Source: an optimization exercise on an open RTL-to-GDS flow (aim: small area, a short achievable clock period and few clock cycles per item). Production flows keep margins and buffers that such runs may drop. Function was checked by simulation only, so behaviour that the tests miss may differ from the original. Power is estimated from default activity; no workload was simulated.

build 63:
Design sort_top, start of the top module:
module sort_top ( t_go, t_rst, t_clk, t_n, t_wr_en, t_wr_addr, t_wr_data, t_sorted_data, t_done);
input t_go, t_rst, t_clk;
input [5:0] t_n;
input t_wr_en;
input [4:0] t_wr_addr;
input [7:0] t_wr_data;
output [7:0] t_sorted_data;
output t_done;
localparam R = 2;        
localparam C = 16;       
reg [7:0] v [0:R-1][0:C-1];
reg       act_e;         
reg       act_o;         
reg       merge;         
reg       calm1;         
reg       calm2;         
reg [4:0] cnt;           
reg [4:0] rl [0:R-1];    
reg [5:0] n_q;           
reg [7:0] out_q;
reg       done_q;
reg       idle;          
function gt8(input [7:0] x, input [7:0] y);
  reg [7:0] g, l;
  reg [3:0] g1, l1;
  reg [1:0] g2, l2;
  integer i;
  begin
    g = x & ~y;
    l = ~x & y;
    for (i = 0; i < 4; i = i + 1) begin
      g1[i] = g[2*i+1] | (~l[2*i+1] & g[2*i]);
      l1[i] = l[2*i+1] | (~g[2*i+1] & l[2*i]);
    end
    for (i = 0; i < 2; i = i + 1) begin
      g2[i] = g1[2*i+1] | (~l1[2*i+1] & g1[2*i]);
      l2[i] = l1[2*i+1] | (~g1[2*i+1] & l1[2*i]);
    end
    gt8 = g2[1] | (~l2[1] & g2[0]);
  end
endfunction
wire [C-2:0] sw [0:R-1];
wire [R-1:0] row_sw;
wire [R-1:0] hv;
wire [R-1:0] win;
reg          b_lt;
assign win[0] = hv[0] & (~hv[1] | ~b_lt);
assign win[1] = hv[1] & (~hv[0] | b_lt);
wire [R-1:0] adv;
assign adv[0] = (merge & win[0]) | sw[0][0];
assign adv[1] = (merge & win[1]) | sw[1][0];
wire b_lt_next = adv[0] ? (adv[1] ? gt8(v[0][1], v[1][1]) : gt8(v[0][1], v[1][0]))
                        : (adv[1] ? gt8(v[0][0], v[1][1]) : gt8(v[0][0], v[1][0]));
genvar r, j, q;
generate
  for (r = 0; r < R; r = r + 1) begin : g_row
    for (j = 0; j < C-1; j = j + 1) begin : g_pair
      wire act = (j % 2 == 1) ? act_o : act_e;
  ...
For scale: about 2000 cells after synthesis, roughly 290 flip-flops, ~0.016 sq mm of cells after synthesis.
export LEC_CHECK = 0
export CAP_MARGIN = 20
export CORE_MARGIN = 2
export CORE_UTILIZATION = 45
export PLACE_DENSITY = 0.6
export SETUP_SLACK_MARGIN = 4.2
export SLEW_MARGIN = 20
create_clock -name core_clock -period 6.5 [get_ports {t_clk}]
standard.sh (not shown) runs the stock make flow with config.mk's settings and CLKGATE_MAP_FILE= SYNTH_SCRIPT=/design/flow/synth_recipe.tcl, a recipe that flattens the netlist after the stock synthesis.
==> flow/flow/run.sh <==
#!/bin/bash
# The standard layout (standard.sh), except that abc maps the logic with an
# area-oriented script (flow/area.abc) in place of ORFS's speed script, and
# that the make variables listed in flow/make_args.txt (one per line) are
# added to ORFS's make command line. The synthesis is otherwise
# synth_recipe.tcl unchanged, so the registers and their names are the
# standard synthesis's. Each tool's output goes to a log here.
set -euo pipefail
W=$PWD
{
  printf 'proc abc {args} {\n'
  printf '  set i [lsearch -exact $args -script]\n'
  printf '  if {$i >= 0} { lset args [expr {$i + 1}] %s }\n' "$W/flow/area.abc"
  printf '  yosys abc {*}$args\n'
  printf '}\n'
  cat "$W/synth_recipe.tcl"
} > "$W/area_synth.tcl"
EXTRA=""
if [[ -f "$W/flow/make_args.txt" ]]; then
  while IFS= read -r line; do
    [[ -n "$line" ]] && EXTRA+=" '$line'"
  done < "$W/flow/make_args.txt"
fi
sed -e "s#SYNTH_SCRIPT=[^ ]*synth_recipe.tcl#SYNTH_SCRIPT=$W/area_synth.tcl#" \
    -e "s#^make -C \([^ ]*\) #make -C \1$EXTRA #" "$W/standard.sh" > "$W/area_standard.sh"
grep -q "SYNTH_SCRIPT=$W/area_synth.tcl" "$W/area_standard.sh"
bash "$W/area_standard.sh" > "$W/make.log" 2>&1
==> flow/flow/area.abc <==
strash
dch
map -a
strash
dch
map -a
strash
dch
map -a
strash
dch
map -a
strash
dch
map -a
strash
dch
map -a
strash
dch
map -a
strash
dch
map -a
strash
dch
map -a
strash
dch
map -a
topo
stime -c
==> flow/flow/make_args.txt <==
MATCH_CELL_FOOTPRINT=0
BUFFER_PORTS_ARGS=-buffer_cell sky130_fd_sc_hd__buf_4
Build 63 | stages: all done | timing, DRC, antenna: all pass
Testbench counts of build 63, summed over its fixed seeds: cycles 4,189, items 1,645.
diff inputs: build 63 => build 10
==> flow/flow/area.abc <==
strash
dch
map -a
topo
stime -c
-- flow/config.mk --
<<< build 63, line 8
export CAP_MARGIN = 20
export CORE_MARGIN = 2
export CORE_UTILIZATION = 45
export PLACE_DENSITY = 0.6
export SETUP_SLACK_MARGIN = 4.2
export SLEW_MARGIN = 20
>>> build 10, line 8
export CAP_MARGIN = 20
export CORE_MARGIN = 2
export CORE_UTILIZATION = 40
export PLACE_DENSITY = 0.5
export SETUP_SLACK_MARGIN = 4.1
export SLEW_MARGIN = 20
Notes after the runs:
- Re parity-gate share of the synthesized area counting xor and xnor cells: build 10 is 0.19 points up on build 63.
- Build 10 reports a lower layout-stage area growth over the synthesis result than build 63 does.
- Between build 63 and build 10, the flow reports placement row count increasing by a little under 10%.
The following lists how build 92 was set up differently from build 10:
-- flow/config.mk --
<<< build 10, line 10
export CORE_UTILIZATION = 40
export PLACE_DENSITY = 0.5
export SETUP_SLACK_MARGIN = 4.1
export SLEW_MARGIN = 20
>>> build 92, line 10
export CORE_UTILIZATION = 40
export PLACE_DENSITY = 0.5
export SETUP_SLACK_MARGIN = 4.4
export SLEW_MARGIN = 20
## What came out
Build 92 completed every stage of the flow, and the final layout passed the timing, DRC and antenna checks. For power after layout, dividing the value from build 10 by the value from build 92 gives 0.873. Build 92 has number of antenna violations at the first check in global routing below what build 10 had. Compared with build 10, build 92 shows a higher overall via count from detail_route. Build 92 vs build 10, relative contribution of the clock network to total power went down by 2.5 points. Min worst slew margin relative to its limit across build 10 and build 92: build 10. Summary — growth of design area from synthesis to finish, build 92 relative to build 10: higher, by 23 points. Power drawn by the combinational cells in build 92 vs build 10: up 27%. Worst setup slack (build 92 over build 10): increase, 0.050 ns.
Edits applied to the flow inputs when going from build 92 to build 34:
-- flow/config.mk --
<<< build 92, line 10
export CORE_UTILIZATION = 40
export PLACE_DENSITY = 0.5
export SETUP_SLACK_MARGIN = 4.4
export SLEW_MARGIN = 20
>>> build 34, line 10
export CORE_UTILIZATION = 40
export PLACE_DENSITY = 0.5
export SETUP_SLACK_MARGIN = 4.0
export SLEW_MARGIN = 20
[summary]
Build 34 ended with every stage complete and zero timing, DRC or antenna violations. Non-clock inverter total of the final layout of build 92 is on par with build 34. On part of the total power dissipated in combinational logic: between build 34 and build 92, it ends up higher for build 92. Status: worst-skew pair later-pin latency parity (build 34, build 92). Hold slack (lower): build 34. Logic depth of the worst path, buffers included ends up lower on build 34.

job 6474:
Starting RTL as in the previous note.
export LEC_CHECK = 0
export CAP_MARGIN = 20
export CORE_MARGIN = 2
export CORE_UTILIZATION = 40
export PLACE_DENSITY = 0.5
export SETUP_SLACK_MARGIN = 4.2
export SLEW_MARGIN = 20
create_clock -name core_clock -period 6.5 [get_ports {t_clk}]
==> flow/flow/area.abc <==
strash
dch
map -a
strash
dch
map -a
strash
dch
map -a
strash
dch
map -a
strash
dch
map -a
strash
dch
map -a
strash
dch
map -a
strash
dch
map -a
strash
dch
map -a
strash
dch
map -a
topo
stime -c
Scripts as last shown in full above: flow/flow/run.sh, flow/flow/make_args.txt
Testbench counts of job 6474, summed over its fixed seeds: cycles 4,189, items 1,645.
#### Input delta (job 2516 over job 6474)
==> flow/flow/area.abc <==
strash
dch
map -a
topo
stime -c
Findings:
- Job 2516 ends up with a met3 usage in global routing that is 0.92 points lower than in job 6474.
- Job 2516 completed end to end with timing, DRC and antenna clean.
- [compare] base=job 6474 new=job 2516: total number of multi-input combinational cells saw an increase, count of clock-buffer cells in the layout picked up an extra 1, final design utilization has decreased, overall routed net length shows an increase of 0.47%, relative area change from synthesis to final layout lost 12 points.
Relative to job 2516, the following input files were edited for job 266:
Settings: a change of SETUP_SLACK_MARGIN from 4.2 to 4.0.
==> flow/flow/make_args.txt <==
MATCH_CELL_FOOTPRINT=0
Findings:
- Wire length, job 2516 and job 266, higher one = job 2516.
- Compared with job 2516, in job 266 post-synthesis cell type count flat; via count of the routed design went down; standby leakage power shrank by 3.5%; power consumed by combinational cells -6.0%.
- Compared with job 2516, job 266 improves hold slack.
- Proportion of power drawn by combinational gates: job 266 vs job 2516 down 1.3 points
- Going from job 2516 to job 266, final-layout clock buffer total now smaller, buffer and inverter count on the worst path shrank by 1, total area of multi-input combinational cells fell 330 sq um, switching power of the nets dropped 3.4%.
Changes in job 6813 relative to job 266:
Settings: swapping 4.0 for 4.3 in SETUP_SLACK_MARGIN.
==> flow/flow/make_args.txt <==
MATCH_CELL_FOOTPRINT=0
BUFFER_PORTS_ARGS=-buffer_cell sky130_fd_sc_hd__buf_4
Results
- The maximum clock frequency of job 6813 is higher than that of job 266.
- [compare] base=job 266 new=job 6813: total power draw increased 640 uW, met2 usage in global routing went down by 0.78 points, number of buffers outside the clock class in the layout higher, worst reg-to-reg path cell count went down.
- Clock share of power in job 6813 is 1.8 points lower than in job 266
- Run comparison: job 266 slowest cell on the critical path buf_2; job 6813 slowest cell on the critical path nor2_4
- In the metrics for job 6813 and job 266, the one carrying the lower critical path depth is job 266.

sort_top, a different RTL version from the one above (not shown whole).
For scale: about 290 flip-flops, about 32 I/O pins.
## sort_top
module sort_top ( t_go, t_rst, t_clk, t_n, t_wr_en, t_wr_addr, t_wr_data, t_sorted_data, t_done);
export LEC_CHECK = 0
export CAP_MARGIN = 20
export CORE_MARGIN = 2
export CORE_UTILIZATION = 40
export PLACE_DENSITY = 0.5
export SETUP_SLACK_MARGIN = 4.4
export SLEW_MARGIN = 20
create_clock -name core_clock -period 6.5 [get_ports {t_clk}]
run.sh (not shown) runs the stock make flow with config.mk's settings and CLKGATE_MAP_FILE= SYNTH_SCRIPT=/design/flow/synth_recipe.tcl, a recipe that flattens the netlist after the stock synthesis.
Stock flow here: none of the scripts above is used.
Testbench counts at the start, summed over its fixed seeds: cycles 4,999, items 1,645.
Next try:
==> flow/flow/run.sh (new file) <==
#!/bin/bash
# The standard layout (standard.sh), except that abc maps the logic with an
# area-oriented script (flow/area.abc) in place of ORFS's speed script. The
# synthesis is otherwise synth_recipe.tcl unchanged, so the registers and their
# names are the standard synthesis's. Each tool's output goes to a log here.
set -euo pipefail
W=$PWD
{
  printf 'proc abc {args} {\n'
  printf '  set i [lsearch -exact $args -script]\n'
  printf '  if {$i >= 0} { lset args [expr {$i + 1}] %s }\n' "$W/flow/area.abc"
  printf '  yosys abc {*}$args\n'
  printf '}\n'
  cat "$W/synth_recipe.tcl"
} > "$W/area_synth.tcl"
sed "s#SYNTH_SCRIPT=[^ ]*synth_recipe.tcl#SYNTH_SCRIPT=$W/area_synth.tcl#" "$W/standard.sh" > "$W/area_standard.sh"
grep -q "SYNTH_SCRIPT=$W/area_synth.tcl" "$W/area_standard.sh"
bash "$W/area_standard.sh" > "$W/make.log" 2>&1
==> flow/flow/area.abc (new file) <==
strash
dch
map -a
topo
stime -c
==> flow/standard.sh (new file) <==
#!/bin/bash
# synth_recipe.tcl (not shown) runs the flow's synth.tcl, then flattens the netlist and writes it again
# the make line also repeats each setting of config.mk as NAME=value (left out here)
make -C /OpenROAD-flow-scripts/flow DESIGN_CONFIG=/design/flow/config.mk WORK_HOME=/design/flow/orfs CLKGATE_MAP_FILE= SYNTH_SCRIPT=/design/flow/synth_recipe.tcl "${@:-finish}"
- SETUP_SLACK_MARGIN: 4.4 -> 4.0
removed: flow/run.sh
Clock skew is lower by 0.0046 ns; critical path depth is lower by 8; first-iteration DRC count is lower by 41%; wire length is lower by 28%; final area is lower by 29%; global-route usage is lower by 2.8 points.
Next try:
==> flow/run.sh (new file) <==
#!/bin/bash
# synth_recipe.tcl (not shown) runs the flow's synth.tcl, then flattens the netlist and writes it again
# the make line also repeats each setting of config.mk as NAME=value (left out here)
make -C /OpenROAD-flow-scripts/flow DESIGN_CONFIG=/design/flow/config.mk WORK_HOME=/design/flow/orfs CLKGATE_MAP_FILE= SYNTH_SCRIPT=/design/flow/synth_recipe.tcl finish
removed: flow/flow/run.sh
removed: flow/flow/area.abc
removed: flow/standard.sh
Outcome:
- The new run produced a clean layout
- non-clock buffer count is higher by 83
- count of clock-buffer cells in the layout is higher by 4
- worst setup slack is about the same
Next try:
- SETUP_SLACK_MARGIN: 4.0 -> 2.5
After rerunning: Design area shrinks by 8.9%; clock power fell by 8.5%; worst hold slack got worse by 0.0041 ns.

Setup of run D:
The RTL this note starts from:
==> flow/design.v <==
`timescale 1ns / 1ps
module sort_top ( t_go, t_rst, t_clk, t_n, t_wr_en, t_wr_addr, t_wr_data, t_sorted_data, t_done);
input t_go, t_rst, t_clk;
input [5:0] t_n;
input t_wr_en;
input [4:0] t_wr_addr;
input [7:0] t_wr_data;
output [7:0] t_sorted_data;
output t_done;
localparam R = 2;        
localparam C = 16;       
reg [7:0] v [0:R-1][0:C-1];
reg       act_e;         
reg       act_o;         
reg       merge;         
reg [3:0] calm_q;        
wire      calm1 = &calm_q;  
reg       calm2;         
reg [4:0] cnt;           
reg [4:0] rl [0:R-1];    
reg [5:0] n_q;           
reg [7:0] out_q;
reg       done_q;
reg       idle;          
function gt8(input [7:0] x, input [7:0] y);
  reg [7:0] g, l;
  reg [3:0] g1, l1;
  reg [1:0] g2, l2;
  integer i;
  begin
    g = x & ~y;
    l = ~x & y;
    for (i = 0; i < 4; i = i + 1) begin
      g1[i] = g[2*i+1] | (~l[2*i+1] & g[2*i]);
      l1[i] = l[2*i+1] | (~g[2*i+1] & l[2*i]);
    end
    for (i = 0; i < 2; i = i + 1) begin
      g2[i] = g1[2*i+1] | (~l1[2*i+1] & g1[2*i]);
      l2[i] = l1[2*i+1] | (~g1[2*i+1] & l1[2*i]);
    end
    gt8 = g2[1] | (~l2[1] & g2[0]);
  end
endfunction
wire [C-2:0] sw [0:R-1];
wire [R-1:0] row_sw;
wire [2*R-1:0] half_sw;
wire [R-1:0] hv;
wire [R-1:0] win;
reg          b_lt;
assign win[0] = hv[0] & (~hv[1] | ~b_lt);
assign win[1] = hv[1] & (~hv[0] | b_lt);
wire [R-1:0] adv;
assign adv[0] = (merge & win[0]) | sw[0][0];
assign adv[1] = (merge & win[1]) | sw[1][0];
wire b_lt_next = adv[0] ? (adv[1] ? gt8(v[0][1], v[1][1]) : gt8(v[0][1], v[1][0]))
                        : (adv[1] ? gt8(v[0][0], v[1][1]) : gt8(v[0][0], v[1][0]));
genvar r, j, q;
generate
  for (r = 0; r < R; r = r + 1) begin : g_row
    for (j = 0; j < C-1; j = j + 1) begin : g_pair
      wire act = (j % 2 == 1) ? act_o : act_e;
      assign sw[r][j] = act & (n_q > R * (j + 1) + r) & gt8(v[r][j], v[r][j+1]);
    end
    assign row_sw[r] = |sw[r];
    assign half_sw[2*r]   = |sw[r][C/2-1:0];
    assign half_sw[2*r+1] = |sw[r][C-2:C/2];
    assign hv[r] = (rl[r] != 5'd0);
  end
endgenerate
generate
  for (r = 0; r < R; r = r + 1) begin : g_rc
    for (j = 0; j < C; j = j + 1) begin : g_cell
      wire s_wr    = t_wr_en & (t_wr_addr == R * j + r);
      wire s_right = (merge & win[r]) | ((j < C-1) ? sw[r][(j < C-1) ? j : 0] : 1'b0);
      wire s_left  = (j > 0) ? sw[r][(j > 0) ? j-1 : 0] : 1'b0;
      wire s_hold  = ~(s_wr | s_right | s_left);
      wire [7:0] vr = (j < C-1) ? v[r][(j < C-1) ? j+1 : j] : 8'd0;
      wire [7:0] vf = (j > 0) ? v[r][(j > 0) ? j-1 : j] : 8'd0;
      always @(posedge t_clk)
        v[r][j] <= ({8{s_wr}} & t_wr_data) | ({8{s_right}} & vr) | ({8{s_left}} & vf) | ({8{s_hold}} & v[r][j]);
    end
    always @(posedge t_clk) begin
      if (idle)
        rl[r] <= (t_n + (R - 1 - r)) >> 1;
      else if (merge & win[r])
        rl[r] <= rl[r] - 5'd1;
    end
  end
endgenerate
wire [7:0] head_min = ({8{win[0]}} & v[0][0]) | ({8{win[1]}} & v[1][0]);
assign t_sorted_data = out_q;
assign t_done = done_q;
always @(posedge t_clk) begin
  n_q <= t_n;
  out_q <= head_min;
  b_lt <= b_lt_next;
  if (t_rst) begin
    act_e <= 1'b0;
    act_o <= 1'b0;
    merge <= 1'b0;
    idle <= 1'b1;
    done_q <= 1'b0;
  end else begin
    done_q <= merge;
    if (idle) begin
      act_e <= t_go;
      idle <= ~t_go;
      cnt <= (t_n + 6'd1) >> 1;
      calm_q <= 4'd0;
      calm2 <= 1'b0;
    end else if (act_e | act_o) begin
      calm_q <= ~half_sw;
      calm2 <= calm1;
      if (cnt == 5'd1 || (calm1 && calm2)) begin
        act_e <= 1'b0;
        act_o <= 1'b0;
        merge <= 1'b1;
      end else begin
        act_e <= act_o;
        act_o <= act_e;
        cnt <= cnt - 5'd1;
      end
    end else begin
      if ((rl[0] == 5'd1 && rl[1] == 5'd0) || (rl[0] == 5'd0 && rl[1] == 5'd1)) begin
        merge <= 1'b0;
        idle <= 1'b1;
      end
    end
  end
end
endmodule
clock: 6.5 ns
lec_check: 0
cap_margin: 20
core_margin: 2
core_utilization: 35
place_density: 0.45
setup_slack_margin: 4.2
slew_margin: 20
standard.sh (not shown) runs the stock make flow with config.mk's settings and CLKGATE_MAP_FILE= SYNTH_SCRIPT=/design/flow/synth_recipe.tcl, a recipe that flattens the netlist after the stock synthesis.
==> flow/flow/run.sh <==
#!/bin/bash
# The standard layout (standard.sh), except that abc maps the logic with an
# area-oriented script (flow/area.abc) in place of ORFS's speed script, and
# that the make variables listed in flow/make_args.txt (one per line) are
# added to ORFS's make command line. The synthesis is otherwise
# synth_recipe.tcl unchanged, so the registers and their names are the
# standard synthesis's. Each tool's output goes to a log here.
set -euo pipefail
W=$PWD
{
  printf 'proc abc {args} {\n'
  printf '  set i [lsearch -exact $args -script]\n'
  printf '  if {$i >= 0} { lset args [expr {$i + 1}] %s }\n' "$W/flow/area.abc"
  printf '  yosys abc {*}$args\n'
  printf '}\n'
  cat "$W/synth_recipe.tcl"
} > "$W/area_synth.tcl"
EXTRA=""
if [[ -f "$W/flow/make_args.txt" ]]; then
  while IFS= read -r line; do
    [[ -n "$line" ]] && EXTRA+=" '$line'"
  done < "$W/flow/make_args.txt"
fi
sed -e "s#SYNTH_SCRIPT=[^ ]*synth_recipe.tcl#SYNTH_SCRIPT=$W/area_synth.tcl#" \
    -e "s#^make -C \([^ ]*\) #make -C \1$EXTRA #" "$W/standard.sh" > "$W/area_standard.sh"
grep -q "SYNTH_SCRIPT=$W/area_synth.tcl" "$W/area_standard.sh"
bash "$W/area_standard.sh" > "$W/make.log" 2>&1
==> flow/flow/area.abc <==
strash
dch
map -a
topo
stime -c
==> flow/flow/make_args.txt <==
MATCH_CELL_FOOTPRINT=0
BUFFER_PORTS_ARGS=-buffer_cell sky130_fd_sc_hd__buf_4
Testbench counts of run D, summed over its fixed seeds: cycles 4,189, items 1,645.
Edits applied to the flow inputs when going from run D to run C:
--- a/flow/flow/area.abc
+++ b/flow/flow/area.abc
@@ -0,0 +1,3 @@
+strash
+dch
+map -a
--- a/flow/config.mk
+++ b/flow/config.mk
@@ -10,2 +10,2 @@
-export CORE_UTILIZATION = 35
-export PLACE_DENSITY = 0.45
+export CORE_UTILIZATION = 40
+export PLACE_DENSITY = 0.5
Findings:
Taking run D as the reference, in run C routed length on met2 now sits lower, sequential share of layout area fell by 0.77 points, post-placement cell area went down by about 2.3%.

==> static timing again, ports no longer ideal <==
The results above use ideal ports. As a check the final layouts listed here were re-extracted and re-timed, cells and wires unchanged. Step 1 assumes that a clkbuf_16 drives the clock port and a buf_2 every other input. Step 2 adds t to the input delays and takes it off the output delays; t is the mean of the earliest and latest rising clock arrival at the registers after step 1. Input paths then give back, and output paths get back, about the clock's delay inside the block. Slacks: ideal / step 1 / step 2; pairs: ideal / step 1.
| run | t (ns) | setup slack, ns | worst hold slack (ns) | worst data-port slew with drivers (ns) |
|---|---|---|---|---|
| build 63 | 0.593 | 3.796 / 3.796 / 3.444 | 0.485 / 0.485 / 0.485 | 0.05 |
| build 10 | 0.605 | 4.089 / 4.089 / 3.583 | 0.487 / 0.487 / 0.487 | 0.04 |
| build 92 | 0.608 | 4.139 / 4.139 / 3.699 | 0.496 / 0.496 / 0.496 | 0.05 |
| build 34 | 0.606 | 4.001 / 4.001 / 3.526 | 0.472 / 0.472 / 0.472 | 0.04 |
| job 6474 | 0.598 | 3.998 / 3.998 / 3.514 | 0.491 / 0.491 / 0.491 | 0.05 |
| job 2516 | 0.617 | 4.168 / 4.149 / 3.658 | 0.477 / 0.477 / 0.477 | 0.04 |
| job 266 | 0.613 | 4.013 / 4.043 / 3.434 | 0.480 / 0.480 / 0.480 | 0.03 |
| job 6813 | 0.597 | 4.186 / 4.167 / 3.594 | 0.490 / 0.490 / 0.490 | 0.05 |
| the first run of note 3 | 0.622 | 3.904 / 3.904 / 3.828 | 0.473 / 0.473 / 0.473 | 0.04 |
| the second run of note 3 | 0.605 | 4.024 / 3.970 / 3.646 | 0.492 / 0.492 / 0.492 | 0.03 |
| the third run of note 3 | 0.609 | 4.021 / 3.964 / 3.677 | 0.485 / 0.485 / 0.485 | 0.07 |
| the fourth run of note 3 | 0.617 | 2.673 / 2.614 / 2.904 | 0.481 / 0.481 / 0.481 | 0.03 |
| run D | 0.613 | 4.218 / 4.161 / 3.713 | 0.494 / 0.494 / 0.494 | 0.05 |
| run C | 0.605 | 4.114 / 4.137 / 3.532 | 0.492 / 0.492 / 0.492 | 0.04 |
After both steps setup and hold are still met in every run listed. The setup slack of job 6813, which loses most, moves by -0.019 ns with the drivers and by -0.592 ns with both steps.
